Context: an optimization exercise on an open-source flow, tuned for small area and a short achievable clock period. The choices shown serve that exercise and are no tape-out recipe. RTL that was checked went through simulation tests only; none was proved equivalent to the original. Power figures rest on the tool's default switching activity, not on a simulated workload.

Setup of build 67:
// fp_adder
module fp_adder (clk, rst, A, B, res);
  input clk;
  input rst;
  input [31:0] A;
  input [31:0] B;
  output reg [31:0] res;
  wire [7:0] eA = A[30:23];
  wire [7:0] eB = B[30:23];
  wire [7:0] ep = eA ^ ~eB;
  wire [7:0] eg [0:3];
  wire [7:0] et [0:3];
  assign eg[0] = eA & ~eB;
  assign et[0] = ep;
  genvar l, i;
  generate
    for (l = 0; l < 3; l = l + 1) begin : elev
      for (i = 0; i < 8; i = i + 1) begin : ebit
        if ((i >> l) & 1) begin : cmb
          localparam integer J = ((i >> l) << l) - 1;
          assign eg[l+1][i] = eg[l][i] | (et[l][i] & eg[l][J]);
          assign et[l+1][i] = et[l][i] & et[l][J];
        end else begin : pas
          assign eg[l+1][i] = eg[l][i];
          assign et[l+1][i] = et[l][i];
        end
      end
    end
  endgenerate
  wire       gt   = eg[3][7];
  wire [7:0] d_ab = ep ^ {eg[3][6:0] | et[3][6:0], 1'b1};
  wire [7:0] d_ba = ~(ep ^ {eg[3][6:0], 1'b0});
  wire [7:0] d    = gt ? d_ab : d_ba;
  reg  [22:0] x1;      
  reg  [22:0] m1;      
  reg  [7:0]  d1;      
  reg  [7:0]  e1;      
  reg         s1;      
  reg         sub1;    
  always @(posedge clk) begin
    x1   <= A[22:0] ^ B[22:0];
    m1   <= gt ? B[22:0] : A[22:0];
    d1   <= d;
    e1   <= gt ? eA : eB;
    s1   <= gt ? A[31] : B[31];
    sub1 <= A[31] ^ B[31];
  end
  wire [22:0] l1   = m1 ^ x1;
  wire        big1 = |d1[7:5];
  wire [22:0] sh   = big1 ? 23'd0 : (m1 >> d1[4:0]);
  wire        d0   = (d1 == 8'd0);
  wire        lnz  = |l1;
  wire        mnz  = |m1;
  wire        e255 = &e1;
  wire        nan  = e255 & (lnz | (d0 & mnz));
  wire        z    = (e1 == 8'd0) & ~lnz;
  reg  [22:0] l2;
  reg  [22:0] m2;
  reg  [7:0]  e2;
  reg         s2;
  reg         sub2;
  always @(posedge clk) begin
    l2   <= e255 ? 23'd0 : l1;
    m2   <= e255 ? {22'd0, nan | (d0 & sub1)} : sh;
    e2   <= e1;
    s2   <= nan ? 1'b0 : s1 ^ (d0 & sub1 & (e255 | (z & mnz)));
    sub2 <= sub1 & ~e255 & ~z;
  end
  wire [22:0] sum;
  wire        cout;
  pfx_add #(23) add (.a(l2), .b(m2 ^ {23{sub2}}), .cin(sub2), .s(sum), .cout(cout));
  reg  [23:0] S3;
  ...
Size: about 1,200 cells after synthesis, about 8400 µm² of cells after synthesis.
==> module pfx_add, before the edit <==
module pfx_add #(parameter N = 23) (a, b, cin, s, cout);
  input  [N-1:0] a;
  input  [N-1:0] b;
  input          cin;
  output [N-1:0] s;
  output         cout;
  localparam L = (N > 16) ? 5 : (N > 8) ? 4 : (N > 4) ? 3 : (N > 2) ? 2 : 1;
  wire [N-1:0] p = a ^ b;
  wire [N-1:0] g [0:L];
  wire [N-1:0] t [0:L];
  assign g[0] = (a & b) | {{(N-1){1'b0}}, p[0] & cin};
  assign t[0] = p;
  genvar l, i;
  generate
    for (l = 0; l < L; l = l + 1) begin : lev
      for (i = 0; i < N; i = i + 1) begin : bt
        if ((i >> l) & 1) begin : cmb
          localparam integer J = ((i >> l) << l) - 1;
          assign g[l+1][i] = g[l][i] | (t[l][i] & g[l][J]);
          assign t[l+1][i] = t[l][i] & t[l][J];
        end else begin : pas
          assign g[l+1][i] = g[l][i];
          assign t[l+1][i] = t[l][i];
        end
      end
    end
  endgenerate
  assign s    = p ^ {g[L][N-2:0], cin};
  assign cout = g[L][N-1];
endmodule
export LEC_CHECK = 0
export ABC_AREA = 1
export CAP_MARGIN = 20
export CORE_MARGIN = 2
export CORE_UTILIZATION = 55
export CTS_BUF_LIST = sky130_fd_sc_hd__clkbuf_8
export CTS_CLUSTER_SIZE = 40
export SETUP_SLACK_MARGIN = 3.0
export SLEW_MARGIN = 20
create_clock -name core_clock -period 5.0 [get_ports {clk}]
standard.sh (not shown) runs the stock make flow with config.mk's settings and CLKGATE_MAP_FILE= SYNTH_SCRIPT=/design/flow/synth_recipe.tcl, a recipe that flattens the netlist after the stock synthesis.
==> flow/flow/run.sh <==
#!/bin/bash
# Standard layout with two changes: adders are left to ABC instead of the
# full/half adder cells, and the port buffers are buf_2 instead of delay cells.
export ADDER_MAP_FILE=
export BUFFER_PORTS_ARGS="-buffer_cell sky130_fd_sc_hd__buf_2"
bash standard.sh > standard.log 2>&1
Setup changes, build 67 to build 12
--- a/flow/design.v
+++ b/flow/design.v
@@ -4,31 +4,41 @@
   input          cin;
   output [N-1:0] s;
   output         cout;
   localparam L = (N > 16) ? 5 : (N > 8) ? 4 : (N > 4) ? 3 : (N > 2) ? 2 : 1;
   wire [N-1:0] p = a ^ b;
-  wire [N-1:0] g [0:L];
-  wire [N-1:0] t [0:L];
+  wire [N-1:0] g [0:2*L];
+  wire [N-1:0] t [0:2*L];
   assign g[0] = (a & b) | {{(N-1){1'b0}}, p[0] & cin};
   assign t[0] = p;
   genvar l, i;
   generate
-    for (l = 0; l < L; l = l + 1) begin : lev
+    for (l = 0; l < L; l = l + 1) begin : up
       for (i = 0; i < N; i = i + 1) begin : bt
-        if ((i >> l) & 1) begin : cmb
-          localparam integer J = ((i >> l) << l) - 1;
-          assign g[l+1][i] = g[l][i] | (t[l][i] & g[l][J]);
-          assign t[l+1][i] = t[l][i] & t[l][J];
+        if (((i + 1) % (1 << (l + 1))) == 0) begin : cmb
+          assign g[l+1][i] = g[l][i] | (t[l][i] & g[l][i - (1 << l)]);
+          assign t[l+1][i] = t[l][i] & t[l][i - (1 << l)];
         end else begin : pas
           assign g[l+1][i] = g[l][i];
           assign t[l+1][i] = t[l][i];
         end
       end
     end
+    for (l = L - 2; l >= 0; l = l - 1) begin : dn
+      for (i = 0; i < N; i = i + 1) begin : bt
+        if (((i + 1) % (1 << (l + 1))) == (1 << l) && i >= (1 << (l + 1))) begin : cmb
+          assign g[2*L-1-l][i] = g[2*L-2-l][i] | (t[2*L-2-l][i] & g[2*L-2-l][i - (1 << l)]);
+          assign t[2*L-1-l][i] = t[2*L-2-l][i] & t[2*L-2-l][i - (1 << l)];
+        end else begin : pas
+          assign g[2*L-1-l][i] = g[2*L-2-l][i];
+          assign t[2*L-1-l][i] = t[2*L-2-l][i];
+        end
+      end
+    end
   endgenerate
-  assign s    = p ^ {g[L][N-2:0], cin};
-  assign cout = g[L][N-1];
+  assign s    = p ^ {g[2*L-1][N-2:0], cin};
+  assign cout = g[2*L-1][N-1];
 endmodule
 module fp_adder (clk, rst, A, B, res);
   input clk;
   input rst;
   input [31:0] A;
## What came out
Taking build 67 as the reference, in build 12 maximum VDD drop went down; setup slack at placement now sits lower; sequential-to-total area share from yosys stat grew by 0.34 points; cell area now sits higher. Taking build 67 as the reference, in build 12 clock buffer instance count of the final layout stayed essentially flat; total of cells resized after clock tree synthesis went up 68. Diff build 67 and build 12: time the final worst path needs with I/O delays and setup higher in build 12.
Only the layout flow was run in build 12; the RTL was not checked for function there.

* * *

## main
Another version of the RTL of fp_adder (not shown whole).
For scale: about 1200 cells after synthesis, ~98 I/O pins, ~8400 µm² of cells after synthesis.
Settings: LEC_CHECK=0, ABC_AREA=1, CAP_MARGIN=20, CORE_MARGIN=2, CORE_UTILIZATION=55, SETUP_SLACK_MARGIN=3.0, SLEW_MARGIN=20; clock period 5.0 ns.
Scripts as last shown in full above: flow/flow/run.sh
main ended with every stage complete and zero timing, DRC or antenna violations.
Changes in the feature branch relative to main:
--- a/flow/design.v
+++ b/flow/design.v
@@ -3,9 +3,9 @@
   input  [N-1:0] b;
   input          cin;
   output [N-1:0] s;
   output         cout;
-  localparam L = (N > 16) ? 5 : (N > 8) ? 4 : (N > 4) ? 3 : (N > 2) ? 2 : 1;
+  localparam L = $clog2(N);
   wire [N-1:0] p = a ^ b;
   wire [N-1:0] g [0:L];
   wire [N-1:0] t [0:L];
   assign g[0] = (a & b) | {{(N-1){1'b0}}, p[0] & cin};
### Flow results
main -> the feature branch: final hold violation count flat. Going from main to the feature branch, share of synthesized area occupied by flip-flops and latches neither gained nor lost much; final core utilization neither gained nor lost much; setup slack at placement neither gained nor lost much. Re non-clock buffer count: no difference whatsoever between main and the feature branch. Re routed wire length: no difference whatsoever between main and the feature branch. As far as flip-flop and latch count goes, main and the feature branch are indistinguishable; the numbers are identical. As far as internal power goes, the feature branch and main are indistinguishable; the numbers are identical. Diff main..the feature branch | met1 layer usage reported by global route | unchanged. Reported for main and the feature branch, post-layout minimum cycle time turned out identical to the last digit.
Function not checked in the feature branch: the RTL went through the layout flow alone.

* * *

Setup of the reference run:
The RTL this note starts from:
==> flow/design.v <==
module pfx_add #(parameter N = 23) (a, b, cin, s, cout);
  input  [N-1:0] a;
  input  [N-1:0] b;
  input          cin;
  output [N-1:0] s;
  output         cout;
  localparam L = (N > 16) ? 5 : (N > 8) ? 4 : (N > 4) ? 3 : (N > 2) ? 2 : 1;
  wire [N-1:0] p = a ^ b;
  wire [N-1:0] g [0:L];
  wire [N-1:0] t [0:L];
  assign g[0] = (a & b) | {{(N-1){1'b0}}, p[0] & cin};
  assign t[0] = p;
  genvar l, i;
  generate
    for (l = 0; l < L; l = l + 1) begin : lev
      for (i = 0; i < N; i = i + 1) begin : bt
        if ((i >> l) & 1) begin : cmb
          localparam integer J = ((i >> l) << l) - 1;
          assign g[l+1][i] = g[l][i] | (t[l][i] & g[l][J]);
          assign t[l+1][i] = t[l][i] & t[l][J];
        end else begin : pas
          assign g[l+1][i] = g[l][i];
          assign t[l+1][i] = t[l][i];
        end
      end
    end
  endgenerate
  assign s    = p ^ {g[L][N-2:0], cin};
  assign cout = g[L][N-1];
endmodule
module fp_adder (clk, rst, A, B, res);
  input clk;
  input rst;
  input [31:0] A;
  input [31:0] B;
  output reg [31:0] res;
  wire [7:0] eA = A[30:23];
  wire [7:0] eB = B[30:23];
  wire [7:0] ep = eA ^ ~eB;
  wire [7:0] eg [0:3];
  wire [7:0] et [0:3];
  assign eg[0] = eA & ~eB;
  assign et[0] = ep;
  genvar l, i;
  generate
    for (l = 0; l < 3; l = l + 1) begin : elev
      for (i = 0; i < 8; i = i + 1) begin : ebit
        if ((i >> l) & 1) begin : cmb
          localparam integer J = ((i >> l) << l) - 1;
          assign eg[l+1][i] = eg[l][i] | (et[l][i] & eg[l][J]);
          assign et[l+1][i] = et[l][i] & et[l][J];
        end else begin : pas
          assign eg[l+1][i] = eg[l][i];
          assign et[l+1][i] = et[l][i];
        end
      end
    end
  endgenerate
  wire       gt   = eg[3][7];
  wire [7:0] d_ab = ep ^ {eg[3][6:0] | et[3][6:0], 1'b1};
  wire [7:0] d_ba = ~(ep ^ {eg[3][6:0], 1'b0});
  wire [7:0] d    = gt ? d_ab : d_ba;
  reg  [22:0] x1;      
  reg  [22:0] m1;      
  reg  [4:0]  d1;      
  reg         big1;    
  reg  [7:0]  e1;      
  reg         s1;      
  reg         sub1;    
  always @(posedge clk) begin
    x1   <= A[22:0] ^ B[22:0];
    m1   <= gt ? B[22:0] : A[22:0];
    d1   <= d[4:0];
    big1 <= |d[7:5];
    e1   <= gt ? eA : eB;
    s1   <= gt ? A[31] : B[31];
    sub1 <= A[31] ^ B[31];
  end
  wire [22:0] l1   = m1 ^ x1;
  wire [22:0] sh   = big1 ? 23'd0 : (m1 >> d1);
  wire        d0   = (d1 == 5'd0) & ~big1;
  wire        lnz  = |l1;
  wire        mnz  = |m1;
  wire        e255 = &e1;
  wire        nan  = e255 & (lnz | (d0 & mnz));
  wire        z    = (e1 == 8'd0) & ~lnz;
  reg  [22:0] l2;
  reg  [22:0] m2;
  reg  [7:0]  e2;
  reg         s2;
  reg         sub2;
  always @(posedge clk) begin
    l2   <= e255 ? 23'd0 : l1;
    m2   <= e255 ? {22'd0, nan | (d0 & sub1)} : sh;
    e2   <= e1;
    s2   <= nan ? 1'b0 : s1 ^ (d0 & sub1 & (e255 | (z & mnz)));
    sub2 <= sub1 & ~e255 & ~z;
  end
  wire [22:0] sum;
  wire        cout;
  pfx_add #(23) add (.a(l2), .b(m2 ^ {23{sub2}}), .cin(sub2), .s(sum), .cout(cout));
  reg  [23:0] S3;
  reg  [7:0]  e3;
  reg         s3;
  always @(posedge clk) begin
    S3 <= {cout ^ sub2, sum};
    e3 <= e2;
    s3 <= s2;
  end
  wire [7:0]  einc;
  genvar k;
  generate
    for (k = 0; k < 8; k = k + 1) begin : inc
      if (k == 0) begin : b0
        assign einc[0] = ~e3[0];
      end else begin : bk
        assign einc[k] = e3[k] ^ (&e3[k-1:0]);
      end
    end
  endgenerate
  wire [7:0]  eo  = S3[23] ? einc : e3;
  wire [22:0] fo  = S3[23] ? S3[23:1] : S3[22:0];
  wire        clr = S3[23] ? (e3 == 8'd127) : (e3 == 8'd128);
  always @(posedge clk) begin
    if (!rst)
      res <= 32'd0;
    else
      res <= {s3, eo, clr ? 23'd0 : fo};
  end
endmodule
export LEC_CHECK = 0
export ABC_AREA = 1
export CAP_MARGIN = 20
export CORE_MARGIN = 2
export CORE_UTILIZATION = 55
export CTS_BUF_LIST = sky130_fd_sc_hd__clkbuf_8
export CTS_CLUSTER_SIZE = 40
export SETUP_SLACK_MARGIN = 3.0
export SLEW_MARGIN = 20
create_clock -name core_clock -period 5.0 [get_ports {clk}]
Scripts as last shown in full above: flow/flow/run.sh
The reference run was carried through to the last stage, and its layout satisfied the timing, design-rule and antenna checks.
Edits applied to the flow inputs when going from the reference run to the trial run:
diff --git a/flow/design.v b/flow/design.v
--- a/flow/design.v
+++ b/flow/design.v
@@ -58,27 +58,26 @@
   endgenerate
   wire       gt   = eg[3][7];
   wire [7:0] d_ab = ep ^ {eg[3][6:0] | et[3][6:0], 1'b1};
   wire [7:0] d_ba = ~(ep ^ {eg[3][6:0], 1'b0});
   wire [7:0] d    = gt ? d_ab : d_ba;
-  reg  [22:0] x1;      
+  reg  [22:0] l1;      
   reg  [22:0] m1;      
   reg  [4:0]  d1;      
   reg         big1;    
   reg  [7:0]  e1;      
   reg         s1;      
   reg         sub1;    
   always @(posedge clk) begin
-    x1   <= A[22:0] ^ B[22:0];
+    l1   <= gt ? A[22:0] : B[22:0];
     m1   <= gt ? B[22:0] : A[22:0];
     d1   <= d[4:0];
     big1 <= |d[7:5];
     e1   <= gt ? eA : eB;
     s1   <= gt ? A[31] : B[31];
     sub1 <= A[31] ^ B[31];
   end
-  wire [22:0] l1   = m1 ^ x1;
   wire [22:0] sh   = big1 ? 23'd0 : (m1 >> d1);
   wire        d0   = (d1 == 5'd0) & ~big1;
   wire        lnz  = |l1;
   wire        mnz  = |m1;
   wire        e255 = &e1;
@@ -119,11 +118,11 @@
     end
   endgenerate
   wire [7:0]  eo  = S3[23] ? einc : e3;
   wire [22:0] fo  = S3[23] ? S3[23:1] : S3[22:0];
   wire        clr = S3[23] ? (e3 == 8'd127) : (e3 == 8'd128);
-  always @(posedge clk) begin
+  always @(posedge clk or negedge rst) begin
     if (!rst)
       res <= 32'd0;
     else
       res <= {s3, eo, clr ? 23'd0 : fo};
   end
Results
Of the trial run and the reference run, the reference run shows the lower final routed wirelength across all metal layers, with the trial run above it. Against the reference run as the reference, the trial run delivers a higher count of inverters not on the clock network in the layout. Sequential power delta (the reference run -> the trial run): insignificant. | post-CTS clock slew at the launch and capture registers of the worst setup and hold paths | lower: the trial run |. Delta(number of instances in the synthesized netlist, the trial run - the reference run) < 0. Taking the reference run as 1.0, the trial run lands at 1.08 on DRC violation total after the first TritonRoute iteration. Comparing internal power component for the trial run and the reference run, the bigger number came from the trial run. Going from the reference run to the trial run, power shrank slightly. Delta (the trial run minus the reference run): final cell area excluding filler cells now larger, clock share of power went up by 1.0 points.
Function not checked in the reference run: the RTL went through the layout flow alone.

-- re-timing with driven ports --
The results above use ideal ports. As a check the final layouts listed here were re-extracted and re-timed, cells and wires unchanged.
Step 1, drivers: a clkbuf_16 drives clk and a buf_2 each remaining input, both assumed.
Step 2 moves the port delays by t, midway between the first and last clock arrival at a register: inputs arrive t later, outputs are due t later. That takes back most of the time a late clock gives input paths.
a / b / c = no drivers / after step 1 / after step 2; a / b = the first two.
run | t (ns) | setup WS [ns] | worst slew at a driven data input, ns
build 67 | 0.505 | 3.056 / 3.053 / 2.572 | 0.03
build 12 | 0.514 | 2.879 / 2.880 / 2.366 | 0.05
main | 0.465 | 2.907 / 2.885 / 2.421 | 0.07
the feature branch | 0.465 | 2.907 / 2.885 / 2.421 | 0.07
the reference run | 0.512 | 2.990 / 3.008 / 2.497 | 0.04
the trial run | 0.500 | 2.901 / 2.882 / 2.382 | 0.06
After both steps every run listed still meets setup and hold. The setup slack of the trial run, which loses most, moves by -0.019 ns with the drivers and by -0.519 ns with both steps.
